What follows belongs to an exercise in optimizing a design on an open flow for small area; a production flow would make more cautious choices.
No run shown here included a check of the RTL's function; only the layout flow was run.
Power figures rest on the tool's default switching activity, not on a simulated workload.

<file path="flow/design.v">
`timescale 1ns / 1ps
module ad7621(
    input sys_clk,
    input sys_rst,
    input [15:0] FPGA_OFFSETVALUE,
    input [15:0] FPGA_MAXSATVALUE,
    input ad7621_restart,
    input ad7621_start,
    input ad7621_busy,
    input [15:0] ad7621_di,
    output reg ad7621_convst,
    output wire [15:0] ad7621_fifo_do,
    output reg ad7621_flag_fifo_do
    );
    reg [2:0] busy_s;
    always @ (posedge sys_clk)
        busy_s <= {busy_s[1:0], ad7621_busy};
    wire busy_fall = busy_s[2] & ~busy_s[1];
    reg [11:0] cnt_rd_pixel;
    always @ (posedge sys_clk)
    begin
        if (sys_rst || ad7621_restart) cnt_rd_pixel <= 12'd0;
        else if (ad7621_start) cnt_rd_pixel <= cnt_rd_pixel + 12'd1;
    end
    reg [15:0] r_dat_temp;
    reg start;
    wire in_window = (cnt_rd_pixel >= 12'd34) && (cnt_rd_pixel <= 12'd2081);
    always @ (posedge sys_clk)
    begin
        if (sys_rst || ad7621_restart)
        begin
            r_dat_temp <= 16'd0;
            start <= 1'b0;
        end
        else begin
            start <= busy_fall & in_window;
            if (busy_fall & in_window) r_dat_temp <= ad7621_di - FPGA_OFFSETVALUE;
        end
    end
    wire [9:0] y = FPGA_MAXSATVALUE[15:6];
    reg busy;
    reg [3:0] iter;
    reg [9:0] y1;
    reg [10:0] ac;
    reg [19:0] acc;
    reg sat;
    wire qbit = (ac >= {1'b0, y1});
    wire [10:0] ac_sub = qbit ? (ac - {1'b0, y1}) : ac;
    wire [10:0] ac_next = {ac_sub[9:0], (iter <= 4'd8)};
    wire [21:0] acc_sum = {1'b0, acc, 1'b0} + (qbit ? {6'd0, r_dat_temp} : 22'd0);
    wire done = busy & (iter == 4'd13);
    always @ (posedge sys_clk)
    begin
        if (sys_rst) begin
            busy <= 1'b0;
            ad7621_flag_fifo_do <= 1'b0;
        end
        else begin
            ad7621_flag_fifo_do <= done & ~start;
            if (start) begin
                iter <= 4'd0;
                busy <= (y[9:4] != 6'd0);
                y1 <= y;
                ac <= 11'd1;
                acc <= 20'd0;
                sat <= 1'b0;
            end
            else if (busy) begin
                if (done) busy <= 1'b0;
                iter <= iter + 4'd1;
                ac <= ac_next;
                if (ad7621_restart & ~done) begin
                    acc <= 20'd0;
                    sat <= 1'b0;
                end else begin
                    acc <= acc_sum[19:0];
                    sat <= sat | (acc_sum[21:20] != 2'd0);
                end
            end
        end
    end
    assign ad7621_fifo_do = sat ? 16'hFFFF : acc[19:4];
    reg ad7621_start_ff1;
    reg ad7621_start_ff2;
    always @ (posedge sys_clk)
    begin
        ad7621_start_ff1 <= ad7621_start;
        ad7621_start_ff2 <= ad7621_start_ff1;
    end
    always @ (posedge sys_clk)
    begin
        if (sys_rst || ad7621_restart)
            ad7621_convst <= 1'b1;
        else begin
            if (ad7621_start) ad7621_convst <= 1'b0;
            if (ad7621_start_ff2) ad7621_convst <= 1'b1;
        end
    end
endmodule
`timescale 1ns / 1ps
module fpga_spi(
    input sys_clk,
    input sys_rst,
    input clk_rise,          
    input clk_fall,          
    output reg [15:0] FPGA_COUNTBASE,     
    output reg [15:0] FPGA_STRBCOUNT,     
    output reg [15:0] FPGA_INTCLOCK,      
    output reg [15:0] FPGA_SSLOWDELAY,    
    output reg [15:0] FPGA_SSHIGHDELAY,   
    output reg [15:0] FPGA_LAMPENABLE,    
    output reg [15:0] FPGA_OFFSETVALUE,   
    output reg [15:0] FPGA_MAXSATVALUE,   
    output reg strobe_param_change,       
    input fpga_cs,
    input fpga_mosi,
    output reg fpga_miso
    );
    localparam [15:0] version = 16'd1;
    reg [2:0] cs_s;
    always @ (posedge sys_clk)
        cs_s <= {cs_s[1:0], fpga_cs};
    wire cs_rise = cs_s[1] & ~cs_s[2];
    reg [4:0] cnt_spi;
    reg Rx_Done;
    reg [23:0] receive_data;
    always @ (posedge sys_clk)
    begin
        if (cs_rise || sys_rst)
        begin
            cnt_spi <= 5'd0;
            Rx_Done <= 1'b0;
        end
        else if (clk_rise && ~fpga_cs) begin
            cnt_spi <= cnt_spi + 5'd1;
            receive_data <= {receive_data[22:0], fpga_mosi};
            if (cnt_spi == 5'd23) Rx_Done <= 1'b1;
        end
    end
    reg wr_or_rd;
    reg [5:0] fpga_addr;
    reg [16:0] transmit_data;
    always @ (posedge sys_clk)
    begin
        if (sys_rst)
            transmit_data <= 17'd0;
        else if (cnt_spi == 5'd8)
        begin
            case (fpga_addr)
                6'h02: transmit_data <= {FPGA_COUNTBASE, 1'b0};
                6'h03: transmit_data <= {FPGA_STRBCOUNT, 1'b0};
                6'h06: transmit_data <= {FPGA_INTCLOCK, 1'b0};
                6'h0E: transmit_data <= {FPGA_SSLOWDELAY, 1'b0};
                6'h0F: transmit_data <= {FPGA_SSHIGHDELAY, 1'b0};
                6'h10: transmit_data <= {FPGA_LAMPENABLE, 1'b0};
                6'h17: transmit_data <= {FPGA_OFFSETVALUE, 1'b0};
                6'h1A: transmit_data <= {FPGA_MAXSATVALUE, 1'b0};
                default: transmit_data <= {version, 1'b0};
            endcase
        end
    end
    reg [4:0] cnt_shift_data;
    always @ (posedge sys_clk)
    begin
        if (cs_rise || sys_rst)
        begin
            wr_or_rd <= 1'b0;
            fpga_addr <= 6'd0;
        end
        else if (clk_fall)
        begin
            if (cnt_spi == 5'd8) begin
                wr_or_rd <= receive_data[0];
                fpga_addr <= receive_data[7:2];
            end
            if (cnt_spi >= 5'd8 && cnt_spi <= 5'd23)
            begin
                cnt_shift_data <= cnt_shift_data - 5'd1;
                fpga_miso <= transmit_data[cnt_shift_data];
            end
            else begin
                fpga_miso <= 1'b0;
                cnt_shift_data <= 5'd16;
            end
        end
        if (sys_rst)
        begin
            fpga_miso <= 1'b0;
            cnt_shift_data <= 5'd16;
        end
    end
    wire wr = Rx_Done & wr_or_rd;
    wire [5:0] wa = receive_data[23:18];
    wire [15:0] wd = receive_data[15:0];
    always @ (posedge sys_clk)
    begin
        if (sys_rst) begin
            FPGA_COUNTBASE <= 16'd48000;
            FPGA_STRBCOUNT <= 16'd4800;
            FPGA_INTCLOCK <= 16'd6;
            FPGA_SSLOWDELAY <= 16'h0005;
            FPGA_SSHIGHDELAY <= 16'h0001;
            FPGA_LAMPENABLE <= 16'h0000;
            FPGA_OFFSETVALUE <= 16'h0000;
            FPGA_MAXSATVALUE <= 16'h55F0;
        end
        else if (wr) begin
            case (wa)
                6'h02: FPGA_COUNTBASE <= wd;
                6'h03: FPGA_STRBCOUNT <= wd;
                6'h06: FPGA_INTCLOCK <= wd;
                6'h0E: FPGA_SSLOWDELAY <= wd;
                6'h0F: FPGA_SSHIGHDELAY <= wd;
                6'h10: FPGA_LAMPENABLE <= wd;
                6'h17: FPGA_OFFSETVALUE <= wd;
                6'h1A: FPGA_MAXSATVALUE <= wd;
                default: ;
            endcase
        end
    end
    always @ (posedge sys_clk)
    begin
        if (sys_rst) strobe_param_change <= 1'b0;
        else strobe_param_change <= wr & (((wa == 6'h02) & (wd != FPGA_COUNTBASE)) |
                                          ((wa == 6'h03) & (wd != FPGA_STRBCOUNT)));
    end
endmodule
`timescale 1ns / 1ps
module ilx511b(
    input sys_clk,
    input sys_rst,
    input [15:0] FPGA_INTCLOCK,
    input acq_rise,                  
    output reg ilx511b_clk,
    output reg ilx511b_rog,
    output flag_adc_start,
    output reg flag_sel_clok,
    output flag_en_single_strobe
    );
    localparam [2:0] IDLE = 3'd0,
                     WAIT_CLK_TO_ROG1 = 3'd1,
                     RESET_CCD = 3'd2,
                     INTEGRATION = 3'd4,
                     LATCH_DATA = 3'd5,
                     WAIT_ROG_TO_CLK2 = 3'd6,
                     READ_SPECTRUM = 3'd7;
    reg [2:0] current_state;
    reg [2:0] next_state;
    wire en_wait1 = (next_state == WAIT_CLK_TO_ROG1);
    wire en_reset = (next_state == RESET_CCD);
    wire en_integ = (next_state == INTEGRATION);
    wire en_latch = (next_state == LATCH_DATA);
    wire en_wait2 = (next_state == WAIT_ROG_TO_CLK2);
    wire en_read  = (next_state == READ_SPECTRUM);
    wire en_delay = en_wait1 | en_reset | en_latch | en_wait2;
    reg [15:0] cnt;
    reg [15:0] cnt2;
    reg read_d;          
    reg delay_done;      
    reg integ_done;
    reg flag_en_frame;
    wire f_rog1  = delay_done & en_wait1;
    wire f_integ = delay_done & en_reset;
    wire f_latch = delay_done & en_latch;
    wire f_smp   = delay_done & en_wait2;
    always @ (posedge sys_clk)
    begin
        if (sys_rst) current_state <= IDLE;
        else current_state <= next_state;
    end
    always @ (posedge sys_clk)
    begin
        if (sys_rst)
        begin
            next_state <= IDLE;
            flag_sel_clok <= 1'b0;
            flag_en_frame <= 1'b0;
        end else begin
            case (current_state)
            IDLE:
            begin
                flag_sel_clok <= 1'b0;
                flag_en_frame <= 1'b0;
                if (acq_rise) next_state <= WAIT_CLK_TO_ROG1;
            end
            WAIT_CLK_TO_ROG1:
            begin
                flag_sel_clok <= 1'b1;
                if (f_rog1) next_state <= RESET_CCD;
            end
            RESET_CCD:
                if (f_integ) next_state <= INTEGRATION;
            INTEGRATION:
            begin
                if ((cnt2 == FPGA_INTCLOCK-1)&&(cnt == 47999        - 299)) flag_sel_clok <= 1'b1;
                if ((cnt2 == 0)&&(cnt == 299)) flag_sel_clok <= 1'b0;
                if (integ_done) next_state <= LATCH_DATA;
            end
            LATCH_DATA:
                if (f_latch) next_state <= WAIT_ROG_TO_CLK2;
            WAIT_ROG_TO_CLK2:
                if (f_smp) next_state <= READ_SPECTRUM;
            READ_SPECTRUM:
                if (cnt2 == 4200      )
                begin
                    next_state <= IDLE;
                    flag_en_frame <= 1'b1;
                end
            default: next_state <= IDLE;
            endcase
        end
    end
    always @ (posedge sys_clk)
    begin
        read_d <= en_read;
        if (en_read)
        begin
            if (cnt == 20        - 1)
            begin
                cnt <= 16'd0;
                if (cnt2 == 4200      ) cnt2 <= 16'd0;
                else cnt2 <= cnt2 + 16'd1;
            end
            else cnt <= cnt + 16'd1;
        end
        else if (sys_rst | delay_done | integ_done)
        begin
            cnt <= 16'd0;
            cnt2 <= 16'd0;
        end
        else if (en_delay)
        begin
            if (cnt == 16'd299) cnt <= 16'd0;
            else cnt <= cnt + 16'd1;
            cnt2 <= 16'd0;
        end
        else if (en_integ)
        begin
            if (cnt == 47999       )
            begin
                cnt <= 16'd0;
                cnt2 <= cnt2 + 16'd1;
            end
            else cnt <= cnt + 16'd1;
        end
        else begin
            cnt <= 16'd0;
            cnt2 <= 16'd0;
        end
    end
    always @ (posedge sys_clk)
    begin
        if (sys_rst | delay_done) delay_done <= 1'b0;
        else delay_done <= en_delay & (cnt == 16'd299);
    end
    always @ (posedge sys_clk)
    begin
        if (sys_rst | integ_done) integ_done <= 1'b0;
        else integ_done <= en_integ & (cnt2 == FPGA_INTCLOCK);
    end
    always @ (posedge sys_clk)
    begin
        if (sys_rst | flag_en_frame)
            ilx511b_rog <= 1'b1;
        else begin
            if (f_rog1 | integ_done) ilx511b_rog <= 1'b0;
            if (f_integ | f_latch) ilx511b_rog <= 1'b1;
        end
    end
    always @ (posedge sys_clk)
    begin
        if (sys_rst | flag_en_frame)
            ilx511b_clk <= 1'b1;
        if (en_read && (cnt == 20        - 1) && (cnt2 != 4200      ))
            ilx511b_clk <= ~ilx511b_clk;
    end
    reg [1:0] adc_s;
    always @ (posedge sys_clk)
        adc_s <= {adc_s[0], read_d & (cnt == 10        ) & (ilx511b_clk == 1'b0)};
    assign flag_adc_start = adc_s[1];
    assign flag_en_single_strobe = f_latch;
endmodule
`timescale 1ns / 1ps
module make_strobe(
	 input sys_clk,
	 input sys_rst,
	 input flag_en_single_strobe,
	 input param_change,            
	 input [15:0] FPGA_COUNTBASE,
	 input [15:0] FPGA_STRBCOUNT,
	 input [15:0] FPGA_SSLOWDELAY,
	 input [15:0] FPGA_SSHIGHDELAY,
	 input lamp_enable,
	 output reg single_strobe,
	 output reg cont_strobe
    );
	 reg flag_start_single_strobe;
	 reg flag_end_single_strobe;
	 reg [15:0] cnt_mk_strobe;
	 reg [4:0] cnt_mk_2MHz;
	 always @ (posedge sys_clk)
	 begin
		if (sys_rst | ~lamp_enable | flag_end_single_strobe)
		begin
			single_strobe <= 1'b1;
			cnt_mk_2MHz <= 5'd0;
			cnt_mk_strobe <= 16'd0;
			flag_start_single_strobe <= 1'b0;
			flag_end_single_strobe <= 1'b0;
		end
		else begin
			if (cnt_mk_strobe == FPGA_SSHIGHDELAY) single_strobe <= 1'b0;
			if (cnt_mk_strobe == FPGA_SSLOWDELAY)
			begin
				single_strobe <= 1'b1;
				flag_end_single_strobe <= 1'b1;
			end
			if (flag_en_single_strobe) flag_start_single_strobe <= 1'b1;
			if (flag_start_single_strobe)
			begin
				if (cnt_mk_2MHz == 5'd23)
				begin
					cnt_mk_strobe <= cnt_mk_strobe + 16'd1;
					cnt_mk_2MHz <= 5'd0;
				end else begin
					cnt_mk_2MHz <= cnt_mk_2MHz + 5'd1;
				end
			end else begin
				cnt_mk_2MHz <= 5'd0;
				cnt_mk_strobe <= 16'd0;
			end
		end
	 end
	 wire [14:0] base = FPGA_COUNTBASE[15:1];
	 reg [14:0] cnt_base;
	 reg [15:0] cnt_rep;
	 reg [28:0] cnt_all;
	 wire base_end = (cnt_base == 15'd1);
	 wire period_end = base_end & (cnt_rep == 16'd0) & ~cnt_all[28] & (base != 15'd0);
	 always @ (posedge sys_clk)
	 begin
		if (sys_rst | ~lamp_enable | param_change | period_end)
		begin
			cnt_base <= base;
			cnt_rep <= FPGA_STRBCOUNT;
			cnt_all <= 29'd0;
		end else begin
			if (base_end)
			begin
				cnt_base <= base;
				cnt_rep <= cnt_rep - 16'd1;
			end
			else cnt_base <= cnt_base - 15'd1;
			cnt_all[27:0] <= cnt_all[27:0] + 28'd1;
			cnt_all[28] <= cnt_all[28] | (&cnt_all[27:0]);
		end
	 end
	 always @ (posedge sys_clk)
	 begin
		if (sys_rst | ~lamp_enable | param_change)
			cont_strobe <= 1'b1;
		else if (period_end)
			cont_strobe <= ~cont_strobe;
	 end
endmodule
`timescale 1ns / 1ps
module make_22500pulse(
	 input sys_clk,
	 input sys_rst,
	 output reg clk_2_5Mhz
    );
	 reg [3:0] cnt_make_2_5Mhz;
	 always @ (posedge sys_clk)
	 begin
		if (sys_rst)
		begin
			cnt_make_2_5Mhz <= 4'd0;
			clk_2_5Mhz <= 1'b0;
		end
		else if (cnt_make_2_5Mhz == 4'd9)
		begin
			cnt_make_2_5Mhz <= 4'd0;
			clk_2_5Mhz <= ~clk_2_5Mhz;
		end
		else cnt_make_2_5Mhz <= cnt_make_2_5Mhz + 4'd1;
	 end
endmodule
`timescale 1ns / 1ps
module fifo_spi(
    input sys_clk,
    input sys_rst,
    input [15:0] fifo_data,
    input clk_rise,
    output flag_rd_fifo,
    input fifo_cs,
    output fifo_miso
    );
    reg [2:0] cs_s;
    always @ (posedge sys_clk)
        cs_s <= {cs_s[1:0], fifo_cs};
    assign flag_rd_fifo = cs_s[2] & ~cs_s[1];
    reg flag_fifo_data_ff;
    always @ (posedge sys_clk)
    begin
        if (sys_rst) flag_fifo_data_ff <= 1'b0;
        else flag_fifo_data_ff <= flag_rd_fifo;
    end
    reg [15:0] data_tranfer;
    always @ (posedge sys_clk)
    begin
        if (sys_rst) data_tranfer <= 16'd0;
        else if (clk_rise) data_tranfer <= (data_tranfer << 1'b1);
        else if (flag_fifo_data_ff) data_tranfer <= fifo_data;
    end
    assign fifo_miso = data_tranfer[15];
endmodule
`timescale 1ns / 1ps
module top_embed(
	input sys_clk,
	input xreset,
	input fifo_rset,
	input trigger,
	output reg pixel_ready,
	output single_strobe,
	output cont_strobe,
	input spi_clk,
	input spi_mosi,
	output spi_miso,
	output spi_miso_oe,
	input fpga_cs,
	input fifo_cs,
	input e2_cs,
	input adt_cs,
	output adt7301_clk,
	output adt7301_cs,
	output eeprom_clk,
	output eeprom_cs,
	output ilx511b_clk,
	output ilx511b_rog,
	output ilx511b_shsw,
	input ad7621_busy,
	input [15:0] ad7621_di,
	output ad7621_convst,
	output fifo_rst,
	output [15:0] fifo_din,
	output fifo_wr_en,
	output fifo_rd_en,
	input [15:0] fifo_dout,
	input fifo_full,
	input fifo_empty,
	input [10:0] fifo_data_count
    );
	reg [2:0] sclk_s;
	reg [2:0] acq_s;
	always @ (posedge sys_clk)
	begin
		sclk_s <= {sclk_s[1:0], spi_clk};
		acq_s <= {acq_s[1:0], fifo_rset | trigger};
	end
	wire sclk_rise = sclk_s[1] & ~sclk_s[2];
	wire sclk_fall = sclk_s[2] & ~sclk_s[1];
	wire acq_rise = acq_s[1] & ~acq_s[2];
	wire fpga_miso;
	wire fifo_miso;
	assign spi_miso = (fifo_cs == 1'b0) ? fifo_miso : (fpga_cs == 1'b0) ? fpga_miso : 1'b0;
	assign spi_miso_oe = e2_cs & adt_cs;
	assign eeprom_clk = spi_clk;
	assign eeprom_cs = e2_cs;
	assign adt7301_clk = spi_clk;
	assign adt7301_cs = adt_cs;
	wire [15:0] FPGA_COUNTBASE;
	wire [15:0] FPGA_STRBCOUNT;
	wire [15:0] FPGA_INTCLOCK;
	wire [15:0] FPGA_SSLOWDELAY;
	wire [15:0] FPGA_SSHIGHDELAY;
	wire [15:0] FPGA_LAMPENABLE;
	wire [15:0] FPGA_OFFSETVALUE;
	wire [15:0] FPGA_MAXSATVALUE;
	wire strobe_param_change;
	fpga_spi fpga_spi_instance (
	.sys_clk(sys_clk),
	.sys_rst(xreset),
	.clk_rise(sclk_rise),
	.clk_fall(sclk_fall),
	.FPGA_COUNTBASE(FPGA_COUNTBASE),
	.FPGA_STRBCOUNT(FPGA_STRBCOUNT),
	.FPGA_INTCLOCK(FPGA_INTCLOCK),
	.FPGA_SSLOWDELAY(FPGA_SSLOWDELAY),
	.FPGA_SSHIGHDELAY(FPGA_SSHIGHDELAY),
	.FPGA_LAMPENABLE(FPGA_LAMPENABLE),
	.FPGA_OFFSETVALUE(FPGA_OFFSETVALUE),
	.FPGA_MAXSATVALUE(FPGA_MAXSATVALUE),
	.strobe_param_change(strobe_param_change),
	.fpga_cs(fpga_cs),
	.fpga_mosi(spi_mosi),
	.fpga_miso(fpga_miso)
	);
	wire flag_adc_start;
	wire ilx511b_clk_ff;
	wire ilx511b_rog_ff;
	wire flag_sel_clok;
	wire flag_en_single_strobe;
	ilx511b ilx_instance (
	.sys_clk(sys_clk),
	.sys_rst(xreset),
	.FPGA_INTCLOCK(FPGA_INTCLOCK),
	.acq_rise(acq_rise),
	.ilx511b_clk(ilx511b_clk_ff),
	.ilx511b_rog(ilx511b_rog_ff),
	.flag_adc_start(flag_adc_start),
	.flag_sel_clok(flag_sel_clok),
	.flag_en_single_strobe(flag_en_single_strobe)
	);
	make_strobe mk_strobe_instance (
	.sys_clk(sys_clk),
	.sys_rst(xreset),
	.flag_en_single_strobe(flag_en_single_strobe),
	.param_change(strobe_param_change),
	.FPGA_COUNTBASE(FPGA_COUNTBASE),
	.FPGA_STRBCOUNT(FPGA_STRBCOUNT),
	.FPGA_SSLOWDELAY(FPGA_SSLOWDELAY),
	.FPGA_SSHIGHDELAY(FPGA_SSHIGHDELAY),
	.lamp_enable(FPGA_LAMPENABLE[0]),
	.single_strobe(single_strobe),
	.cont_strobe(cont_strobe)
	);
	wire clk_2_5Mhz;
	make_22500pulse make_pulse_instance (
	.sys_clk(sys_clk),
	.sys_rst(xreset),
	.clk_2_5Mhz(clk_2_5Mhz)
	);
	assign ilx511b_clk = (flag_sel_clok == 1'b1) ? ~ilx511b_clk_ff : ~clk_2_5Mhz;
	assign ilx511b_rog = ~ilx511b_rog_ff;
	assign ilx511b_shsw = 1'b0;
	wire ad7621_flag_fifo_do;
	ad7621 ad7621_instance (
	.sys_clk(sys_clk),
	.sys_rst(xreset),
	.FPGA_OFFSETVALUE(FPGA_OFFSETVALUE),
	.FPGA_MAXSATVALUE(FPGA_MAXSATVALUE),
	.ad7621_restart(acq_rise),
	.ad7621_start(flag_adc_start),
	.ad7621_busy(ad7621_busy),
	.ad7621_di(ad7621_di),
	.ad7621_convst(ad7621_convst),
	.ad7621_fifo_do(fifo_din),
	.ad7621_flag_fifo_do(ad7621_flag_fifo_do)
	);
	wire flag_rd_fifo;
	assign fifo_rst = xreset | acq_rise;
	assign fifo_wr_en = ad7621_flag_fifo_do & ~fifo_full;
	assign fifo_rd_en = flag_rd_fifo & ~fifo_empty;
	always @ (posedge sys_clk)
		pixel_ready <= |fifo_data_count;
	fifo_spi fifo_spi_instance (
	.sys_clk(sys_clk),
	.sys_rst(xreset),
	.fifo_data(fifo_dout),
	.clk_rise(sclk_rise),
	.flag_rd_fifo(flag_rd_fifo),
	.fifo_cs(fifo_cs),
	.fifo_miso(fifo_miso)
	);
endmodule
</file>
<file path="flow/run.sh">
#!/bin/bash
# synth_recipe.tcl (not shown) runs the flow's synth.tcl, then flattens the netlist and writes it again
# the make line also repeats each setting of config.mk as NAME=value (left out here)
make -C /OpenROAD-flow-scripts/flow DESIGN_CONFIG=/design/flow/config.mk WORK_HOME=/design/flow/orfs CLKGATE_MAP_FILE= SYNTH_SCRIPT=/design/flow/synth_recipe.tcl finish
</file>
<file path="flow/config.mk">
export PLATFORM = sky130hd
export DESIGN_NAME = top_embed
export DESIGN_NICKNAME = top_embed
export VERILOG_FILES = /design/flow/design.v
export SDC_FILE = /design/flow/constraint.sdc
export NUM_CORES = 4
export LEC_CHECK = 0
export CAP_MARGIN = 20
export CORE_MARGIN = 2
export CORE_UTILIZATION = 40
export SLEW_MARGIN = 20
</file>
<file path="flow/constraint.sdc">
create_clock -name core_clock -period 20.0 [get_ports {sys_clk}]
set_input_delay 4.0000 -clock core_clock [delete_from_list [all_inputs] [get_ports {sys_clk}]]
set_output_delay 4.0000 -clock core_clock [all_outputs]
set_load 0.01 [all_outputs]
</file>
==> run summary, run 1 <==
CTS
TritonCTS created 50 clock buffers. The number of hold buffers added after cts is 0. Buffers added to address setup during post-CTS repair amount to 0.

The clock tree synthesis step divided the H-tree into 2 levels. After clock tree synthesis, the clock-pin slew on the worst setup and hold paths is 50 ps. The cell at the root of the clock tree is sky130_fd_sc_hd__clkbuf_16. The latest clock arrival within the worst-skew pair is just under 600 ps.

The maximum count of clock buffers along a single path is 3. The total of cells resized after clock tree synthesis is 0. The clock drives ~440 sinks. TritonCTS built the clock tree.

Routing
The wire length on met1 is roughly 25000 um. In the routed layout, each cell is associated on average with a via count of around 5.4. For this block, the initial DRC count from the detailed router was ~1200. After detailed routing, the average wire length per cell comes to approximately 18 um. Wires add up to 55100 um.

The remaining antenna violation count is 0. The detailed route wirelength on metal2 is roughly 25000 um. The detailed router placed between 15000 and 20000 vias in this run. The highest routing layer actually used is met4.

For this run, design rule violations remaining after detail routing come to 0. The total length of routed met3 wires is 3450 um. Before antenna repair, the detailed router went through 6 iterations.

Layout
In the final layout, the multi-input gates occupy 11100 um^2. With fillers left out, the area of the finished cells amounts to roughly 25000 um^2. The number of antenna diodes in the final layout is 0. The number of fill cells in the layout is between 5000 and 6000. The area growth from synthesis to layout is 14.7%. At the end of the flow, the number of nets in the layout was roughly 2500. The most common cell after layout, fill and taps aside is sky130_fd_sc_hd__dfxtp_1. Registers take 9800 um^2. In the final layout, the share of cells above drive strength 1 is 0.0592. The utilization after layout is 0.462. In the layout the commonest cells are 335 x sky130_fd_sc_hd__dfxtp_1, 310 x sky130_fd_sc_hd__nor2_1, 267 x sky130_fd_sc_hd__nand2_1.

Logic synthesis
The cell area after synthesis is roughly 22000 um^2. In this run, synthesis inferred slightly above 100 flip-flops with an integrated enable. The net count of the mapped netlist is 2487.

Of the synthesized area, sequential elements account for 0.454. The synthesized-area fraction occupied by adder cells is 0.0399. During synthesis, Yosys emitted a total of 7 warnings.

The combinational family with the most area after synthesis is simple AND/OR/NAND/NOR gates. After synthesis, the share of cell area in mux cells is 0.0568. Yosys mapped the design onto 70 distinct sky130hd cell types. The average cell area after synthesis is roughly 9.1 um^2. The share of the synthesized netlist area taken by xor and xnor gates is 0.0966. The synthesized design contains 438 register bits.

The most used flip-flop cell after synthesis is sky130_fd_sc_hd__dfxtp_1. The share of the synthesized area in compound gates (AO/OA/AOI/OAI) is 0.109. The post-synthesis instance total is 2364.

In the synthesized netlist the async set-or-reset flop fraction comes to 0. Of the total synthesized cell area, the portion taken by AND, OR, NAND and NOR gates is 0.206.

STA
The sum of negative setup slack is 0 ps. The slew of the pin with the lowest slew margin is 1060 ps. The final critical-path setup slack is a little over 10000 ps. For the final database, setup skew stands at 16.8 ps.

Setup repair after global routing left no endpoint under its margin. The worst-case headroom to the max-slew limit is 0.293. The final number of hold-violating endpoints is 0.

The number of slew-limit violations in the final report came to 0. Setup violations remaining at the end of the flow were counted as 0. The maximum operating frequency is ~0.10 GHz. The clock period minus final worst setup slack is 9640 ps. The share of the cycle needed by the critical path after routing is 0.482.

Pwr
The clock share of power is 0.486. The share of total power dissipated in sequential elements is 0.482. The power density normalized to cell area is roughly 77 nW/um^2.

The net load switching power is approximately 0.00040 W. The net switching fraction of the power is 0.212. The static leakage is just over 9 nW. The internal power of the cells totals ~0.0015 W. The share of total power dissipated in combinational logic is 0.032. The maximum resistive drop on vdd is about 52 uV.

Outcome
The run finished with no timing, DRC or antenna violations.

Floorplanning
The overall die area is about 56000 um^2. The die is roughly 240 um tall. The boundary pin count is 88. The horizontal die dimension is roughly 240 um. In this run the standard cell core region covers 53600 um^2. The number of placement rows is 85. For this configuration, the core starts out at a cell density of 0.403.

Placed design
The global placer's final weighted congestion is roughly 0.87. The minimum setup slack after placement is 10390 ps. The quantity of I/O buffers inserted on ports is 86.

Detailed placement finished with a half-perimeter wire length of approximately 38000 um. The placed instance area is roughly 23000 um^2.

Hold path
The type of the most critical hold path is reg -> reg.

Setup path
The endpoint kind of the worst setup timing path is an output pin. The required time of the critical path is around 16000 ps. The worst setup path is launched from an input port. The class of the most critical setup path is in -> out. For the worst setup path, the data arrival time is roughly 5600 ps.

In this run the worst path has a maximum fanout of 61.

Global routing
The first global-routing pass estimated just under 90000 um of wire. The initial antenna violation count is 0. The all-layer global routing usage is 0.197. The largest net degree at the start of global routing is 70.

The number of global-route vias before repair came to between 15000 and 20000. The final global-route overflow total is 0.

Run
The number of violations of the max-capacitance limit is 0.
cells in the mapped netlist, types with 23 or more instances:
| library cell | count | share of area |
|---|---|---|
| sky130_fd_sc_hd__nor3_1 | 42 | 0.0097 |
| sky130_fd_sc_hd__nand2_1 | 267 | 0.046 |
| sky130_fd_sc_hd__clkbuf_1 | 110 | 0.019 |
| sky130_fd_sc_hd__nand3_1 | 48 | 0.011 |
| sky130_fd_sc_hd__mux2i_1 | 110 | 0.051 |
| sky130_fd_sc_hd__inv_1 | 74 | 0.013 |
| sky130_fd_sc_hd__and2_1 | 23 | 0.0067 |
| sky130_fd_sc_hd__nand3b_1 | 31 | 0.011 |
| sky130_fd_sc_hd__xnor2_1 | 90 | 0.037 |
| sky130_fd_sc_hd__a21oi_1 | 102 | 0.024 |
| sky130_fd_sc_hd__and3_1 | 24 | 0.0070 |
| sky130_fd_sc_hd__nor2b_1 | 23 | 0.0067 |
| sky130_fd_sc_hd__edfxtp_1 | 103 | 0.14 |
| sky130_fd_sc_hd__a211oi_1 | 24 | 0.0083 |
| sky130_fd_sc_hd__dfxtp_1 | 335 | 0.31 |
| sky130_fd_sc_hd__ha_1 | 64 | 0.037 |
| sky130_fd_sc_hd__a22oi_1 | 66 | 0.023 |
| sky130_fd_sc_hd__nor2_1 | 311 | 0.054 |
| sky130_fd_sc_hd__xor2_1 | 148 | 0.060 |
| sky130_fd_sc_hd__nand4_1 | 32 | 0.0093 |
| sky130_fd_sc_hd__nor4_1 | 47 | 0.014 |
| sky130_fd_sc_hd__o21ai_0 | 66 | 0.015 |
power by group through the flow:
stage | clock network (W) | registers, W | logic (W)
5_1_grt | 0.000986 | 0.000920 | 0.0000668
3_5_place_dp | 0 | 0.000938 | 0.0000601
6_report | 0.000927 | 0.000919 | 0.0000604
2_1_floorplan | 0 | 0.000931 | 0.0000415
3_3_place_gp | 0 | 0.000937 | 0.0000583
4_1_cts | 0.000947 | 0.000919 | 0.0000605
cells by family (layout without fill, tap and decap cells):
kind of cell             after synthesis  after routing
AO/OA/AOI/OAI                        362            362
XOR/XNOR                             238            238
adder cells (fa/ha/maj)               67             67
buffers and inverters                205            273
flip-flops                           438            438
multiplexers                         118            118
other                                  1              1
AND/OR/NAND/NOR                      935            935
critical path: stages:
cell                              delay [ps]
sky130_fd_sc_hd__buf_6                   410
sky130_fd_sc_hd__nor2_1                  260
sky130_fd_sc_hd__clkinv_1                 80
sky130_fd_sc_hd__buf_4                   270
sky130_fd_sc_hd__clkdlybuf4s50_1         590
final cells by class:
class	count	area share
Clock inverter	11	0.00566
Clock buffer	81	0.0623
Inverter	75	0.0114
Sequential cell	438	0.396
Multi-Input combinational cell	1721	0.448
Timing Repair Buffer	106	0.0417
Tap cell	696	0.0352
per-stage QoR:
| stage | instances | hold WS [ps] | total power (W) |
|---|---|---|---|
| final | 3128 | 326 | 0.00191 |
| after global routing | 3128 | 336 | 0.00197 |
| after CTS | 3127 | 327 | 0.00193 |
| after detailed placement | 3035 | 314 | 0.000998 |
| after global placement | 3035 | 312 | 0.000996 |
| after floorplan | 2364 | 310 | 0.000973 |
routing by layer:
metal / GRT usage / vias up
li1: - / 8301
met1: 0.257 / 8060
met2: 0.327 / 496
met3: 0.0377 / 112
met4: 0.0660 / 0
met5: 0 / -
state kept, by name, indices dropped and copies added, names as in the netlist, 6 cells and up:
register	count
fpga_spi_instance.FPGA_SSHIGHDELAY	16
ad7621_instance.cnt_rd_pixel	12
fpga_spi_instance.FPGA_OFFSETVALUE	16
ilx_instance.cnt	16
mk_strobe_instance.cnt_all	29
mk_strobe_instance.cnt_base	15
ad7621_instance.y1	10
ad7621_instance.ac	11
fpga_spi_instance.fpga_addr	6
fpga_spi_instance.transmit_data	16
fpga_spi_instance.FPGA_STRBCOUNT	16
fpga_spi_instance.FPGA_INTCLOCK	16
mk_strobe_instance.cnt_mk_strobe	16
fpga_spi_instance.FPGA_COUNTBASE	16
ad7621_instance.acc	20
fpga_spi_instance.FPGA_SSLOWDELAY	16
fpga_spi_instance.FPGA_MAXSATVALUE	16
ilx_instance.cnt2	16
fifo_spi_instance.data_tranfer	16
fpga_spi_instance.receive_data	24
ad7621_instance.r_dat_temp	16
fpga_spi_instance.FPGA_LAMPENABLE	16
mk_strobe_instance.cnt_rep	16
worst paths after layout:
kind,startpoint,end,slack (ps),cells after the start
worst min register to register,sclk_s[0],sclk_s[1],330,0
worst max-delay path,xreset,fifo_rst,10360,5
worst max register to register,ad7621_instance.y1[1],ad7621_instance.sat,14900,17
worst min-delay path,sclk_s[0],sclk_s[1],330,0
==> run 2: changes to the inputs <==
--- a/flow/config.mk
+++ b/flow/config.mk
@@ -6,4 +6,5 @@
 export NUM_CORES = 4
 export LEC_CHECK = 0
+export ABC_AREA = 1
 export CAP_MARGIN = 20
 export CORE_MARGIN = 2
==> run 2 against run 1 <==
Sequential power up 3.4%; critical path depth unchanged; clock skew up 16 ps; combinational power increased to 2.7 times the previous value; largest power group is now registers; cell area increased by 3.0%; first-iteration DRC count grew 31%; sequential share of layout area shrank 1.2 points; worst setup slack lost 600 ps; fmax decreased by 5.9%; die area is 3.5% higher; register-to-register slack gained 530 ps.
==> run summary, run 2 <==
Logic synthesis
Ranked by total cell area, the synthesized netlist is headed by sky130_fd_sc_hd__dfxtp_1 30%, sky130_fd_sc_hd__edfxtp_1 14%, sky130_fd_sc_hd__nand2_1 7.3%. Each instance of the synthesized netlist takes up on average roughly 7.8 um^2. Among all cell types in the netlist, the one instantiated most often is sky130_fd_sc_hd__nand2_1.

The cell area after synthesis is roughly 22000 um^2. For this run, the leading register cell type out of synthesis is sky130_fd_sc_hd__dfxtp_1. The share of synthesized area in the top cell type comes to 0.300. The number of enable-type register cells in the synthesized netlist is between 100 and 150. The number of unique standard cell types used by synthesis is 62. The Yosys step of the flow raised 7 warnings. The post-synthesis instance total is roughly 2900. The number of nets handed over by synthesis was between 3000 and 4000. The synthesized design contains approximately 440 register bits. The commonest cells after synthesis are 435 x sky130_fd_sc_hd__nand2_1, 387 x sky130_fd_sc_hd__inv_1, 335 x sky130_fd_sc_hd__dfxtp_1. The largest area contributor in the synthesized netlist is sky130_fd_sc_hd__dfxtp_1. The share of the yosys chip area belonging to registers is 0.438. The async set-reset flop share out of synthesis is 0.

Global routing
For this run, the total global-route usage over all layers was measured as 0.213. The first global-routing pass estimated around 100000 um of wire. The initial antenna violation count is 0.

The total overflow left after global routing is 0. Entering global routing, the biggest net connects just under 80 pins. The global-route met1 utilization is 0.284.

The met2 usage is 0.347. The number of global-route vias before repair was roughly 18000. The global routing usage on met3 is 0.0299. met2 is the most crowded layer.

Pwr
The maximum resistive drop on vdd is 59.1 uV. The total internal power is between 0.0015 and 0.002 W. The share of power burned in combinational logic is 0.080. In this run the power density over the cells is approximately 81 nW/um^2. In this run the power spent charging and discharging nets is 0.000509 W. The static leakage is about 10 nW. The clock share of power is 0.457.

The net switching fraction of the power is 0.248. The proportion of power drawn by flip-flops and latches is 0.463.

Setup path
The launch point of the worst path is xreset. Traced cell by cell, the critical path runs through buf_2 -> buf_4 -> nor2_1 -> inv_1 -> clkdlybuf4s50_1. The endpoint kind of the worst setup timing path is an output pin. The launch point of the worst reg-to-reg path is ad7621_instance.ac[4]. The maximum fanout encountered on the critical timing path is just under 50. On the critical path, the stage with the largest delay is an instance of sky130_fd_sc_hd__nor2_1.

The arrival time of the worst setup path is around 6200 ps. On the worst path, the slowest cell contributes a delay of about 700 ps. STA classifies the critical path startpoint as an input port. The class of the most critical setup path is in -> out. Data on the critical path is required at its endpoint by 16000 ps.

Routing
The remaining antenna violation count is 0. The first routing iteration left about 1500 violations. The length of the first detailed-routing pass in iterations is 6. The routed wirelength normalized by instance count is roughly 17 um.

For this block, the routed nets add up to between 60000 and 70000 um of wire. The remaining design rule violation count is 0. The detailed-route via count is ~20000.

Dividing the detail-routed via count by the number of cells gives 5.26.

Placed design
After legalization and detailed placement, the total HPWL measured 45100 um. At the end of routability-driven placement, the weighted congestion stood at a little over 0.9. The quantity of I/O buffers inserted on ports is 86. Once placement finished, the instance area stood at about 24000 um^2.

CTS
The number of setup buffers added after CTS is 0. The clock net in this run drives a total of about 440 sinks. The TritonCTS clock tree is done. The tree is rooted in a sky130_fd_sc_hd__clkbuf_16. The latest clock arrival within the worst-skew pair is around 600 ps. The total of cells resized after clock tree synthesis is 0. The number of hold buffers added after CTS was 0. Clock-pin slew was measured on the worst setup and hold paths at approximately 60 ps. The number of clock buffers added by TritonCTS is between 40 and 50. The clock passes through at most 3 buffers. The H-tree was split into 2 levels.

STA
Setup violations remaining at the end of the flow were counted as 0. For the pin with the worst max-slew slack, the measured transition is approximately 910 ps. The worst-case headroom to the max-slew limit is 0.394. The sum of negative setup slack is 0 ps. The share of the cycle needed by the critical path after routing is 0.512. The number of slew-limit violations in the final report is 0. The smallest clock period supported by the final layout is computed as between 10000 and 15000 ps. The final number of hold-violating endpoints is 0.

The maximum operating frequency is 0.0976 GHz. Setup repair after global routing left no endpoint under its margin. Clock skew on the completed layout was measured at approximately 33 ps.

Layout
The flip-flop count of the largest register, all copies and words added is 29. The largest registers in the layout are mk_strobe_instance.cnt_all: 29 flops, fpga_spi_instance.receive_data: 24 flops, ad7621_instance.acc: 20 flops. The repair_antennas step left the layout with diodes totalling 0. Ranked by flip-flop count, first place goes to mk_strobe_instance.cnt_all.

The number of fill cells in the layout is approximately 5300. The post-layout instance area is between 20000 and 30000 um^2. Compared with the post-synthesis result, the final layout area differs by 14.0%.

Leaving out fill and tap cells, the most frequent cells in the layout are 435 x sky130_fd_sc_hd__nand2_1, 386 x sky130_fd_sc_hd__inv_1, 335 x sky130_fd_sc_hd__dfxtp_1. The most common cell after layout, fill and taps aside is sky130_fd_sc_hd__nand2_1. In the final layout, the share of cells above drive strength 1 is 0.0629. The total number of nets in the final design is 3056.

Hold path
The origin of the worst min-delay path is fpga_spi_instance.cs_s[0]. The type of the most critical hold path is reg -> reg.

Run
The number of violations of the max-capacitance limit is 0.

Floorplanning
The number of placement rows is 86. a little under 90 I/O pins were placed. The die boundary height is ~240 um. The effective utilization at floorplan is 0.405.

The placeable core area is about 55000 um^2. The overall die area is 57800 um^2. The die is between 200 and 250 um wide.

Outcome
The run finished with no timing, DRC or antenna violations.
run 2: changes by cell type in the layout (fill, tap and decap cells not counted), sizes merged, moves of 79 or more:
cell / delta
a21oi: +213
o21ai: +202
mux2i: -110
nand2: +175
inv: +319
xor2: -79
run 2: through the flow:
stage / worst slack, ps / hold WS [ps] / total power, W / utilization / instances
after floorplan: 11240 / 310 / 0.00107 / - / 2883
after global placement: 9870 / 310 / 0.00113 / 0.431 / 3630
after detailed placement: 9740 / 314 / 0.00113 / 0.431 / 3630
after CTS: 9750 / 327 / 0.00207 / 0.461 / 3722
after global routing: 9520 / 338 / 0.00213 / 0.462 / 3722
final: 9760 / 325 / 0.00205 / 0.462 / 3722
run 2: worst paths after layout:
check | end | slack, ps | depth (start not counted)
worst max-delay path | fifo_rst | 9760 | 5
worst min-delay path | fpga_spi_instance.cs_s[1] | 320 | 0
worst max register to register | ad7621_instance.acc[17] | 15430 | 22
worst min register to register | fpga_spi_instance.cs_s[1] | 320 | 0
run 2: cell type report:
type / count / area [um^2] / share of cell area
repair buffers: 96 / 931 / 0.0365
well taps: 748 / 936 / 0.0367
clock buffers: 68 / 1410 / 0.0553
multi-input cells: 1950 / 10600 / 0.417
flip-flops and latches: 438 / 9800 / 0.385
inverters: 398 / 1500 / 0.0587
clock inverters: 24 / 280 / 0.0110
run 2: cells by family after synthesis:
kind of cell / Yosys count / synth area share
xor gates and xnor gates: 115 / 0.0451
and+or+nand+nor: 1054 / 0.215
AOI/OAI and AO/OA: 713 / 0.175
adders and majority gates: 67 / 0.0385
other: 1 / 0.000168
buffers and inverters: 495 / 0.0873
DFF: 438 / 0.438
run 2: layer usage:
metal  vias up  wire length [um]
li1       9777                 -
met2       508             27800
met5         -                 0
met4         0              2330
met3       114              3340
met1      9162             28300
run 2: critical path: cells and delay by family:
family | cells | cell delay (ps)
simple gates | 1 | 720
buf+inv | 4 | 1490
run 2: power groups by stage:
stage	Clock (W)	Sequential, W	Combinational (W)
after global routing	0.000994	0.000952	0.000184
final	0.000938	0.000950	0.000164
after global placement	0	0.000967	0.000159
after detailed placement	0	0.000968	0.000162
after floorplan	0	0.000959	0.000114
after CTS	0.000957	0.000949	0.000163
==> run 3: changes to the inputs <==
--- a/flow/config.mk
+++ b/flow/config.mk
@@ -6,7 +6,7 @@
 export NUM_CORES = 4
 export LEC_CHECK = 0
-export ABC_AREA = 1
 export CAP_MARGIN = 20
 export CORE_MARGIN = 2
 export CORE_UTILIZATION = 40
+export CTS_BUF_LIST = sky130_fd_sc_hd__clkbuf_8
 export SLEW_MARGIN = 20
==> run 3 against run 2 <==
Worst setup slack gained 600 ps; global-route usage fell by 1.4 points; sequential cell count unchanged; routed wire length down 10%; register-to-register slack worse by 550 ps; clock power down 5.9%; final cell count decreased by 15%; synthesized cell count fell by 18%; fmax is 6.3% higher; non-clock buffer count grew 10; power shrank 9.2%.
==> run summary, run 3 <==
Outcome
The flow ran to the end and the layout has no timing, DRC or antenna violations.

Logic synthesis
The Yosys warning count is 7. The synthesized netlist occupies a cell area of roughly 22000 um^2. The share of the yosys chip area belonging to registers is 0.454. The most used flip-flop cell after synthesis is sky130_fd_sc_hd__dfxtp_1. The number of synthesized register bits is 438. The number of different library cells used by synthesis comes to 70. The synthesized design contains around 100 enable-type register cells.

The proportion of netlist area held by the largest area contributor is 0.311. Synthesis produced between 2000 and 2500 cells. A synthesized cell averages ~9.1 um^2.

Summed over all instances, the cell type with the most area after synthesis is sky130_fd_sc_hd__dfxtp_1. Counting every net in the synthesized netlist gives between 2000 and 2500. In the synthesized netlist, the cells that appear most often are 335 x sky130_fd_sc_hd__dfxtp_1, 311 x sky130_fd_sc_hd__nor2_1, 267 x sky130_fd_sc_hd__nand2_1. The async set-reset flop share out of synthesis is 0. The most numerous cell in the Yosys netlist is sky130_fd_sc_hd__dfxtp_1.

In the post-synthesis netlist, the biggest area contributors are sky130_fd_sc_hd__dfxtp_1 31%, sky130_fd_sc_hd__edfxtp_1 14%, sky130_fd_sc_hd__xor2_1 6.0%.

Hold path
The origin of the worst min-delay path is ilx_instance.adc_s[0]. The worst hold path terminates at ilx_instance.adc_s[1]. The number of cells on the worst hold path is 0. The type of the most critical hold path is reg -> reg.

Placed design
Before CTS, the worst setup slack after placement is around 10000 ps. The global placer's final weighted congestion is roughly 0.87. Detailed placement ended at an HPWL of approximately 38000 um. The quantity of I/O buffers inserted on ports is 86. The placed instance area is between 20000 and 25000 um^2.

Global routing
The global-route wire length before repair is about 90000 um. Entering global routing, the biggest net connects 70 pins. The initial antenna violation count is 1. The all-layer global routing usage is 0.199. The final global-route overflow total is 0.

The number of global-route vias before repair is roughly 17000.

Setup path
The launch point of the worst reg-to-reg path is ad7621_instance.ac[6]. The endpoint kind of the worst setup timing path is an output pin. Across all register-to-register paths, the minimum setup slack is 14880 ps. The number of cells on the worst reg-to-reg path is 16. On the critical path the largest part of the delay comes from buffers and inverters. The startpoint type of the worst setup path is an input port. The slowest stage of the critical path belongs to the cell sky130_fd_sc_hd__clkdlybuf4s50_1. The arrival time of the worst setup path is between 5000 and 6000 ps. The class of the most critical setup path is in -> out. The maximum fanout encountered on the critical timing path is 61.

Traced cell by cell, the critical path runs through buf_6 -> nor2_1 -> clkinv_1 -> buf_4 -> clkdlybuf4s50_1. The number of buffers and inverters on the critical path is 4. STA puts the critical path data required time at between 15000 and 20000 ps. The most critical setup path has its startpoint at xreset. The worst register-to-register path ends at ad7621_instance.sat. In this design, the stage delay of the slowest critical-path cell is about 590 ps.

STA
The final number of hold-violating endpoints is 0. The sum of negative setup slack is 0 ps. At the pin with the least slew margin, the transition time is ~1100 ps.

The number of slew-limit violations in the final report came to 0. Setup repair after global routing left no endpoint under its margin. For the finished layout, the period the worst path requires is about 9600 ps. The worst-case headroom to the max-slew limit is 0.270. After layout, the worst setup slack is between 10000 and 15000 ps. The share of the cycle needed by the critical path after routing is 0.482. The maximum operating frequency is roughly 0.10 GHz. Setup violations remaining at the end of the flow were counted as 0. Across the routed clock network, the largest skew measured is between 50 and 60 ps.

Layout
The register ranked first by flip-flop count is mk_strobe_instance.cnt_all. The number of fill cells in the layout is roughly 5100. The flip-flop count of the largest register, all copies and words added is 29. The top cell types in the final layout, fill and taps aside, are 335 x sky130_fd_sc_hd__dfxtp_1, 310 x sky130_fd_sc_hd__nor2_1, 267 x sky130_fd_sc_hd__nand2_1. The post-layout instance area is roughly 25000 um^2. The library cell used most frequently in the layout, excluding fill and tap cells, is sky130_fd_sc_hd__dfxtp_1. In the final layout, the registers with the most flip-flops are mk_strobe_instance.cnt_all: 29 flops, fpga_spi_instance.receive_data: 24 flops, ad7621_instance.acc: 20 flops. The share of final-layout standard cells stronger than drive strength 1 is 0.0741. The total number of nets in the final design is between 2000 and 3000. The area added between synthesis and finish is 14.6%.

Routing
The routed wirelength normalized by instance count is ~17 um. The via count normalized by instance count is 5.38. The detail route stage leaves a number of antenna-violating nets equal to 0.

Summed over all layers, the routed wires come to approximately 56000 um. The remaining design rule violation count is 0. The first detailed-routing pass took 9 iterations. For this block, the initial DRC count from the detailed router was 1133. The detailed-route via count is about 17000.

CTS
The clock slew at the register clock pins of the worst setup and hold paths is roughly 60 ps. The TritonCTS clock tree is done. The total of cells resized after clock tree synthesis is 0. TritonCTS created just under 80 clock buffers. The H-tree was split into 3 levels.

At the later pin of the worst-skew pair, clock insertion delay measures 670 ps. The clock passes through at most 3 buffers. The number of hold buffers added after cts is 0. Clock tree synthesis selected as its root buffer the cell sky130_fd_sc_hd__clkbuf_8. After clock tree synthesis, the setup repair step added 0 buffers. The number of clock sinks is roughly 440.

Floorplanning
The die is ~240 um wide. The number of placement rows is 85. In this run the standard cell core region covers ~54000 um^2. The die covers ~56000 um^2. between 80 and 90 I/O pins were placed. The initial utilization of the core area, before any placement, comes to 0.403. The die boundary height is between 200 and 250 um.

Pwr
Summed over all cells, the static leakage comes to 9.34 nW. The total power of the final layout is 0.00186 W. IR analysis of the VDD net gives a maximum drop of 49.7 uV. The power density normalized to cell area is about 75 nW/um^2.

Run
Across the run, the number of max-cap violations was 0.
==> run 3: cell count changes in the layout (fill, tap and decap cells not counted), sizes merged, moves of 62 or more <==
cell / change
inv: -301
a22oi: +62
mux2i: +110
nand2: -175
nand3: -66
xor2: +79
o21ai: -202
a21oi: -213
==> run 3: worst max path at each step <==
stage                          end  slack, ps  cells after the start
after floorplan           fifo_rst      11030                      4
after global placement    fifo_rst      10390                      5
after detailed placement  fifo_rst      10390                      5
after CTS                 fifo_rst      10380                      5
after global routing      fifo_rst      10250                      5
final                     fifo_rst      10360                      5
==> run 3: metal layers <==
metal	track usage	vias up	routed length [um]
met5	0	-	0
met4	0.0825	0	1680
met2	0.326	517	25700
li1	-	8370	-
met1	0.256	8123	24600
met3	0.0391	114	3510
==> run 3: cell families after synthesis <==
group / Yosys count / synth area share
xor+xnor: 238 / 0.0966
mux: 118 / 0.0568
compound gates: 362 / 0.109
other cells: 1 / 0.000174
buf+inv: 205 / 0.0378
flops: 438 / 0.454
fa+ha+maj: 67 / 0.0399
simple gates: 935 / 0.206
==> run 3: area by class of cell <==
type,count,area (um^2),share of cell area
Tap cell,696,871,0.0352
Multi-Input combinational cell,1721,11100,0.448
Clock buffer,94,1290,0.0523
Inverter,75,282,0.0114
Timing Repair Buffer,106,1030,0.0417
Antenna cell,2,5.00,0.000202
Sequential cell,438,9800,0.396
Clock inverter,48,367,0.0148
==> run 3: worst register-to-register path, cell delays in order, from the launching register on <==
cell	delay, ps
sky130_fd_sc_hd__edfxtp_1	410
sky130_fd_sc_hd__ha_1	370
sky130_fd_sc_hd__nand2_1	90
sky130_fd_sc_hd__o21a_1	200
sky130_fd_sc_hd__a311oi_1	320
sky130_fd_sc_hd__o21ai_0	180
sky130_fd_sc_hd__a31oi_2	200
sky130_fd_sc_hd__buf_4	320
sky130_fd_sc_hd__and2_1	250
sky130_fd_sc_hd__ha_1	270
sky130_fd_sc_hd__a211o_1	310
sky130_fd_sc_hd__a2111oi_0	660
sky130_fd_sc_hd__o31ai_1	260
sky130_fd_sc_hd__a221oi_1	420
sky130_fd_sc_hd__o21ai_0	300
sky130_fd_sc_hd__o21ai_0	230
sky130_fd_sc_hd__a31oi_1	60
==> run 3: stage by stage <==
step	std cells	hold WS, ps	util
floorplan	2364	310	-
global placement	3035	312	0.429
detailed placement	3035	314	0.429
CTS	3177	321	0.460
global route	3180	331	0.461
finish	3180	325	0.461
==> run 3: where the power goes <==
group          switching (W)  internal (W)
Clock               0.000378      0.000504
Combinational      0.0000318     0.0000286
Sequential        0.00000959      0.000910
==> run 4: changes to the inputs <==
--- a/flow/config.mk
+++ b/flow/config.mk
@@ -9,4 +9,6 @@
 export CORE_MARGIN = 2
 export CORE_UTILIZATION = 40
-export CTS_BUF_LIST = sky130_fd_sc_hd__clkbuf_8
+export CTS_BUF_LIST = sky130_fd_sc_hd__clkbuf_4
+export CTS_CLUSTER_DIAMETER = 50
+export CTS_CLUSTER_SIZE = 10
 export SLEW_MARGIN = 20
==> run 4 against run 3 <==
Power shrank 16%; worst hold slack lost 2.8 ps; largest cell class unchanged; clock skew increased by 26 ps; largest power group unchanged; via count down 0.62%; synthesized area unchanged; sequential cell count unchanged; die area did not move.
==> run summary, run 4 <==
Setup path
The required time of the critical path is between 15000 and 20000 ps. STA puts the critical path data arrival time at between 5000 and 6000 ps. The startpoint type of the worst setup path is an input port.

The critical path is of the in -> out type. The setup check on the worst reg-to-reg path leaves a slack of roughly 15000 ps. Along the worst path, the maximum fanout reaches 61. The endpoint kind of the worst setup timing path is an output pin.

Floorplanning
From bottom edge to top edge, the die measures around 240 um. In this run the count of I/O pins placed on the die edge is 88. The floorplan step defined a die boundary enclosing ~56000 um^2. The total area inside the core boundary comes to around 54000 um^2. Measured along the x axis, the die boundary spans roughly 240 um. For this configuration, the core starts out at a cell density of 0.403.

The number of placement rows is 85.

Logic synthesis
For this run, the number of Yosys warnings is 7. Of all flip-flops after synthesis, the portion carrying an async set or reset was 0. In the synthesized netlist the dominant register cell turns out to be sky130_fd_sc_hd__dfxtp_1. The share of the yosys chip area belonging to registers is 0.454.

The number of unique standard cell types used by synthesis is 70. The average instance in the mapped netlist occupies around 9 um^2. Of the post-synthesis cell area, the dominant cell type holds 0.311. The number of synthesized register bits is 438. Counting flops with a built-in enable in the synthesized netlist gives between 100 and 150. The largest area contributor in the synthesized netlist is sky130_fd_sc_hd__dfxtp_1.

After synthesis, the cell types taking the most area are sky130_fd_sc_hd__dfxtp_1 31%, sky130_fd_sc_hd__edfxtp_1 14%, sky130_fd_sc_hd__xor2_1 6.0%. The cell area after synthesis is roughly 22000 um^2. The most numerous cell in the Yosys netlist is sky130_fd_sc_hd__dfxtp_1. After synthesis, the most frequently instantiated cells are 335 x sky130_fd_sc_hd__dfxtp_1, 311 x sky130_fd_sc_hd__nor2_1, 267 x sky130_fd_sc_hd__nand2_1. In the synthesized netlist, the number of instances is 2364. The number of nets handed over by synthesis was around 2500.

STA
The number of slew-limit violations in the final report is 0. At the pin with the least slew margin, the transition time is between 1000 and 1500 ps. Setup repair after global routing left no endpoint under its margin.

The clock period minus final worst setup slack is about 9600 ps. The worst-case headroom to the max-slew limit is 0.287. The final critical-path setup slack is between 10000 and 15000 ps. For the final routed database, the setup TNS stands at 0 ps. Dividing the final minimum period by the clock period gives 0.482. Setup violations remaining at the end of the flow were counted as 0.

Derived from the worst setup path, the maximum achievable clock frequency is between 0.1 and 0.15 GHz. Hold is met by roughly 320 ps. The clock skew after layout is approximately 76 ps. The final number of hold-violating endpoints came to 0.

Pwr
VDD sags by at most approximately 33 uV. The share of power burned in combinational logic is 0.038. The net switching fraction of the power is 0.239. Of the total power, registers draw 0.584.

For this design the ratio of total power to cell area is 65.6 nW/um^2. The clock share of power is 0.377. For this design the total switching power over the nets is 0.000375 W. The total internal power is around 0.0012 W. The static leakage is ~8.9 nW.

Placed design
The global placer's final weighted congestion is between 0.8 and 0.9. The cell count after placement is 3035. The minimum setup slack after placement is 10390 ps. The detailed placer's ending HPWL is 38300 um.

Buffers placed on the I/O ports in this run total 86.

CTS
The H-tree was split into 2 levels. The clock passes through at most 3 buffers. The tree is rooted in a sky130_fd_sc_hd__clkbuf_4. TritonCTS created 59 clock buffers. The number of setup buffers added after CTS is 0. TritonCTS built the clock tree.

The latest clock arrival within the worst-skew pair is slightly below 900 ps. Clock-pin slew was measured on the worst setup and hold paths at ~110 ps. The total of cells resized after clock tree synthesis is 0. The number of hold buffers added after cts is 0. Counting every sink on the clock net gives about 440.

Run
The tool flagged a number of max-cap violations equal to 0.

Outcome
The flow ran to the end and the layout has no timing, DRC or antenna violations.

Layout
The total number of nets in the final design is between 2000 and 3000. The final non-filler cell total is 3139. In the final layout, the share of cells above drive strength 1 is 0.0672. Ranked by flip-flop count, first place goes to mk_strobe_instance.cnt_all.

In the layout the commonest cells are 335 x sky130_fd_sc_hd__dfxtp_1, 310 x sky130_fd_sc_hd__nor2_1, 267 x sky130_fd_sc_hd__nand2_1. Compared with the post-synthesis result, the final layout area differs by 10.9%. Leaving out fill and tap cells, the most frequent cell in the layout is sky130_fd_sc_hd__dfxtp_1. The number of fill cells in the layout is about 5200. The largest registers in the layout are mk_strobe_instance.cnt_all: 29 flops, fpga_spi_instance.receive_data: 24 flops, ad7621_instance.acc: 20 flops. The flip-flop count of the largest register, all copies and words added is 29.

Routing
The length of the first detailed-routing pass in iterations is 19. The first-iteration detailed-routing DRC count is approximately 1100. In the routed design, unresolved DRC markers number 0. The routed design has approximately 55000 um of wire. The detailed-route via count is 17000. Dividing the detail-routed wire length by the instance count gives about 18 um.

Dividing the detail-routed via count by the number of cells gives between 5 and 6. The remaining antenna violation count is 0.

Global routing
The total overflow left after global routing is 0. The first global-routing pass estimated 88900 um of wire. Entering global routing, the biggest net connects 70 pins. The initial antenna violation count is 1. The number of global-route vias before repair is 16700. The all-layer global routing usage is 0.197.

Hold path
The tightest min-delay check is of the reg -> reg type.
run 4: critical path, cell delays in order:
cell and delay (ps):
sky130_fd_sc_hd__buf_6 400, sky130_fd_sc_hd__nor2_1 250, sky130_fd_sc_hd__clkinv_1 80, sky130_fd_sc_hd__buf_4 280, sky130_fd_sc_hd__clkdlybuf4s50_1 590
run 4: worst paths after layout:
| path | from | end | depth (start not counted) |
|---|---|---|---|
| setup / recovery | xreset | fifo_rst | 5 |
| hold / removal | sclk_s[0] | sclk_s[1] | 0 |
| setup reg to reg | ad7621_instance.ac[6] | ad7621_instance.sat | 16 |
| hold reg to reg | sclk_s[0] | sclk_s[1] | 0 |
run 4: power groups by stage:
| stage | registers [W] | logic [W] | clock network, W |
|---|---|---|---|
| 2_1_floorplan | 0.000931 | 0.0000415 | 0 |
| 3_3_place_gp | 0.000937 | 0.0000583 | 0 |
| 3_5_place_dp | 0.000938 | 0.0000601 | 0 |
| 4_1_cts | 0.000918 | 0.0000605 | 0.000613 |
| 5_1_grt | 0.000919 | 0.0000670 | 0.000651 |
| 6_report | 0.000918 | 0.0000604 | 0.000592 |
run 4: per-stage QoR:
stage	total power (W)	cell area (um^2)	util
after floorplan	0.000973	21600	-
after global placement	0.000996	23000	0.429
after detailed placement	0.000998	23000	0.429
after CTS	0.00159	23900	0.445
after global routing	0.00164	23900	0.446
final	0.00157	23900	0.446
run 4: area by class of cell:
cell class / instances / area [um^2] / area share
multi-input cells: 1721 / 11100 / 0.463
flip-flops and latches: 438 / 9800 / 0.410
repair buffers: 106 / 1030 / 0.0431
well taps: 696 / 871 / 0.0364
clock buffers: 75 / 563 / 0.0235
clock inverters: 26 / 294 / 0.0123
inverters: 75 / 282 / 0.0118
diodes: 2 / 5.00 / 0.000209
run 4: kinds of logic after synthesis:
family,synth area share
xor gates and xnor gates,0.0966
and+or+nand+nor,0.206
buffers and inverters,0.0378
muxes,0.0568
DFF,0.454
AOI/OAI and AO/OA,0.109
adders and majority gates,0.0399
other,0.000174
run 4: layer usage:
metal | up-vias | share of wire | GRT usage
met5 | - | 0 | 0
met4 | 0 | 0.030 | 0.0671
met3 | 123 | 0.069 | 0.0374
met2 | 526 | 0.46 | 0.325
met1 | 8032 | 0.44 | 0.257
li1 | 8337 | - | -
==> run 5: changes to the inputs <==
==> flow/flow/run.sh (new file) <==
#!/bin/bash
cp standard.sh standard_copy.log
export BUFFER_PORTS_ARGS="-buffer_cell sky130_fd_sc_hd__buf_1"
export CTS_ARGS="-sink_clustering_enable -repair_clock_nets -dont_use_dummy_load -buf_list sky130_fd_sc_hd__clkbuf_4 -sink_clustering_size 10 -sink_clustering_max_diameter 50"
bash standard.sh > standard_flow.log 2>&1
==> flow/standard.sh (new file) <==
#!/bin/bash
# synth_recipe.tcl (not shown) runs the flow's synth.tcl, then flattens the netlist and writes it again
# the make line also repeats each setting of config.mk as NAME=value (left out here)
make -C /OpenROAD-flow-scripts/flow DESIGN_CONFIG=/design/flow/config.mk WORK_HOME=/design/flow/orfs CLKGATE_MAP_FILE= SYNTH_SCRIPT=/design/flow/synth_recipe.tcl "${@:-finish}"
--- a/flow/config.mk
+++ b/flow/config.mk
@@ -9,6 +9,3 @@
 export CORE_MARGIN = 2
 export CORE_UTILIZATION = 40
-export CTS_BUF_LIST = sky130_fd_sc_hd__clkbuf_4
-export CTS_CLUSTER_DIAMETER = 50
-export CTS_CLUSTER_SIZE = 10
 export SLEW_MARGIN = 20
removed: flow/run.sh
==> run 5 against run 4 <==
Worst setup slack lost 220 ps; sequential share of layout area grew 1.7 points; register-to-register slack lost 50 ps; sequential power is essentially flat; worst hold slack lost 13 ps; die area is the same; fmax shrank 2.3%; power shrank 11%; sequential cell count is the same; final cell count shrank 1.3%; count of clock-buffer cells in the layout shrank 16; highest routed layer unchanged.
==> run summary, run 5 <==
Outcome
The flow ran to the end and the layout has no timing, DRC or antenna violations.

STA
Derived from the worst setup path, the maximum achievable clock frequency is just over 0.1 GHz. The clock period minus final worst setup slack is a little under 10000 ps. Setup repair after global routing left no endpoint under its margin. Setup violations remaining at the end of the flow were counted as 0. The number of slew-limit violations in the final report is 0.

The final hold slack is around 310 ps. For the pin with the worst max-slew slack, the measured transition is between 1000 and 1500 ps. The final number of hold-violating endpoints is 0. In the finished design, the share of the clock period the worst path needs comes to 0.493.

The sum of negative setup slack is 0 ps. The worst pin sits at a relative slew slack of 0.240. The worst path meets setup with around 10000 ps of slack. The clock skew after layout is 94.8 ps.

Floorplanning
The die boundary height is between 200 and 250 um. The placeable core area is 53600 um^2. The overall die area is around 56000 um^2. The floorplan step set the die width to roughly 240 um. The number of placement rows is between 80 and 90. The initial utilization of the core area, before any placement, comes to 0.403. slightly below 90 I/O pins were placed.

CTS
The number of buffers created by CTS is 59. Counting every sink on the clock net gives 438. The latest clock arrival within the worst-skew pair is 900 ps. The TritonCTS clock tree is done. The total of cells resized after clock tree synthesis is 0.

The number of hold buffers added after cts is 0. The number of setup buffers added after CTS is 0. The deepest level of the CTS H-tree is 2. The root buffer cell chosen for the clock tree is sky130_fd_sc_hd__clkbuf_4. Counting along the longest clock path gives a buffer depth of 3. After clock tree synthesis, the clock-pin slew on the worst setup and hold paths is about 100 ps.

Setup path
The worst setup path is of the in -> out kind. STA classifies the critical path startpoint as an input port. The setup check on the worst reg-to-reg path leaves a slack of roughly 15000 ps. Along the worst path, the maximum fanout reaches 32. Measured in cells, the most critical reg-to-reg path has a length of 17.

STA classifies the critical path endpoint as an output pin. For the worst setup path, the data required time is between 15000 and 20000 ps. The startpoint identified for the worst register-to-register timing path is ad7621_instance.y1[1]. The endpoint identified for the worst register-to-register timing path is ad7621_instance.sat. At the worst endpoint, the arrival time is between 5000 and 6000 ps.

Placed design
The detailed placer's ending HPWL is 37800 um. The placed instance area is 22500 um^2. The minimum setup slack after placement is slightly above 10000 ps. The global placer's final weighted congestion is 0.886. The quantity of I/O buffers inserted on ports is 86.

Logic synthesis
The share of the yosys chip area belonging to registers is 0.454. By area the synthesized netlist is led by sky130_fd_sc_hd__dfxtp_1 31%, sky130_fd_sc_hd__edfxtp_1 14%, sky130_fd_sc_hd__xor2_1 6.0%. After synthesis, the share of flip-flops with an asynchronous set or reset is 0. The most numerous cell in the Yosys netlist is sky130_fd_sc_hd__dfxtp_1. The number of enable-type register cells in the synthesized netlist is just over 100.

The number of unique standard cell types used by synthesis is 70. Synthesis produced around 2400 cells. sky130_fd_sc_hd__dfxtp_1 takes more of the synthesized area than any other cell. Counting instances in the post-synthesis netlist gives the leading cell types as 335 x sky130_fd_sc_hd__dfxtp_1, 311 x sky130_fd_sc_hd__nor2_1, 267 x sky130_fd_sc_hd__nand2_1. In this run, synthesis produced a sequential element count of roughly 440. The most used flip-flop cell after synthesis is sky130_fd_sc_hd__dfxtp_1.

The proportion of netlist area held by the largest area contributor is 0.311. The net count of the mapped netlist is between 2000 and 2500. A synthesized cell averages ~9.1 um^2.

The cell area after synthesis is approximately 22000 um^2. The Yosys warning count is 7.

Layout
Leaving out fill and tap cells, the most frequent cells in the layout are 335 x sky130_fd_sc_hd__dfxtp_1, 308 x sky130_fd_sc_hd__nor2_1, 267 x sky130_fd_sc_hd__nand2_1. The finished cells cover roughly 23000 um^2. mk_strobe_instance.cnt_all holds more flip-flops than any other register. Of the cells placed in the final design, the portion with a size suffix greater than 1 is 0.0517.

Relative to the synthesized area, the layout overhead comes to 6.39%. The most common cell after layout, fill and taps aside is sky130_fd_sc_hd__dfxtp_1. The register with the most flip-flops in the layout has 29 of them.

The largest registers in the layout are mk_strobe_instance.cnt_all: 29 flops, fpga_spi_instance.receive_data: 24 flops, ad7621_instance.acc: 20 flops. The total number of nets in the final design is between 2000 and 3000. The number of fill cells in the layout is approximately 5200.

Global routing
Entering global routing, the biggest net connects between 150 and 200 pins. The global-route wire length before repair is 87300 um. The initial antenna violation count is 3. The all-layer global routing usage is 0.193. The number of global-route vias before repair is around 16000. After global routing the overflow that remains totals 0.

Routing
The length of the first detailed-routing pass in iterations is 5. For this block, the initial DRC count from the detailed router was between 1000 and 1500. After detailed routing, the total wire length is ~54000 um.

Dividing the detail-routed wire length by the instance count gives about 18 um. Using the TritonRoute via totals, the vias-per-cell ratio works out to 5.45. The remaining antenna violation count is 0. The detailed-route via count is ~17000. The remaining design rule violation count is 0.

Hold path
The number of cells on the worst hold path is 0. The startpoint identified for the worst hold timing path is sclk_s[0]. The tightest min-delay check is of the reg -> reg type.

The hold path endpoint is sclk_s[1].

Run
The tool flagged a number of max-cap violations equal to 0.

Pwr
The maximum resistive drop on vdd is between 40 and 50 uV. The power density normalized to cell area is 61.1 nW/um^2. Overall power consumption after layout is estimated at between 0.001 and 0.0015 W. The static leakage is ~8.4 nW.
-- run 5: cell counts after synthesis --
No cell type changed its count.
-- run 5: how the worst max path moves through the flow --
stage                     cells after the start  slack, ps    from        to
after global routing                          4       9940  xreset  fifo_rst
after CTS                                     4      10140  xreset  fifo_rst
after global placement                        4      10210  xreset  fifo_rst
after floorplan                               4      11030  xreset  fifo_rst
after detailed placement                      4      10160  xreset  fifo_rst
final                                         4      10140  xreset  fifo_rst
-- run 5: final cells by class --
class | count | area [um^2] | share of cell area
multi-input cells | 1721 | 11100 | 0.483
flip-flops and latches | 438 | 9800 | 0.427
well taps | 696 | 871 | 0.0379
repair buffers | 104 | 474 | 0.0207
clock buffers | 59 | 443 | 0.0193
inverters | 75 | 282 | 0.0123
diodes | 4 | 10.0 | 0.000436
-- run 5: logic make-up after synthesis --
logic type	Yosys count	synth area share
adders and majority gates	67	0.0399
and+or+nand+nor	935	0.206
xor gates and xnor gates	238	0.0966
buffers and inverters	205	0.0378
other	1	0.000174
muxes	118	0.0568
AOI/OAI and AO/OA	362	0.109
DFF	438	0.454
-- run 5: layer usage --
layer  vias up  wire length, um  part of all wire  GRT usage
li1       8294                -                 -          -
met1      7966            24700              0.45      0.262
met2       513            24700              0.46      0.313
met3        99             3420             0.063     0.0335
met4         0             1510             0.028     0.0581
met5         -                0                 0          0
-- run 5: where the power goes --
part	internal, W	leakage, nW	switching (W)
Combinational	0.0000208	4.45	0.0000304
Sequential	0.000908	3.70	0.00000950
Clock	0.000134	0.271	0.000299
Total	0.00106	8.43	0.000339
-- run 5: stage by stage --
stage | cells | utilization
6_report | 3097 | 0.428
3_5_place_dp | 3034 | 0.419
5_1_grt | 3096 | 0.428
3_3_place_gp | 3033 | 0.419
4_1_cts | 3093 | 0.428
2_1_floorplan | 2364 | -
-- run 5: worst max-delay path, cell delays in order --
cell	delay, ps
sky130_fd_sc_hd__clkbuf_4	290
sky130_fd_sc_hd__nor2_1	470
sky130_fd_sc_hd__clkinv_1	750
sky130_fd_sc_hd__buf_1	310

Re-timed with assumed drivers on the ports (clkbuf_16 on the clock, buf_2 on other inputs), run 5 has 10.119 ns of setup slack against 10.141 ns with ideal ports, and 10.119 ns once port delays also move by the mid clock arrival of 0.901 ns.
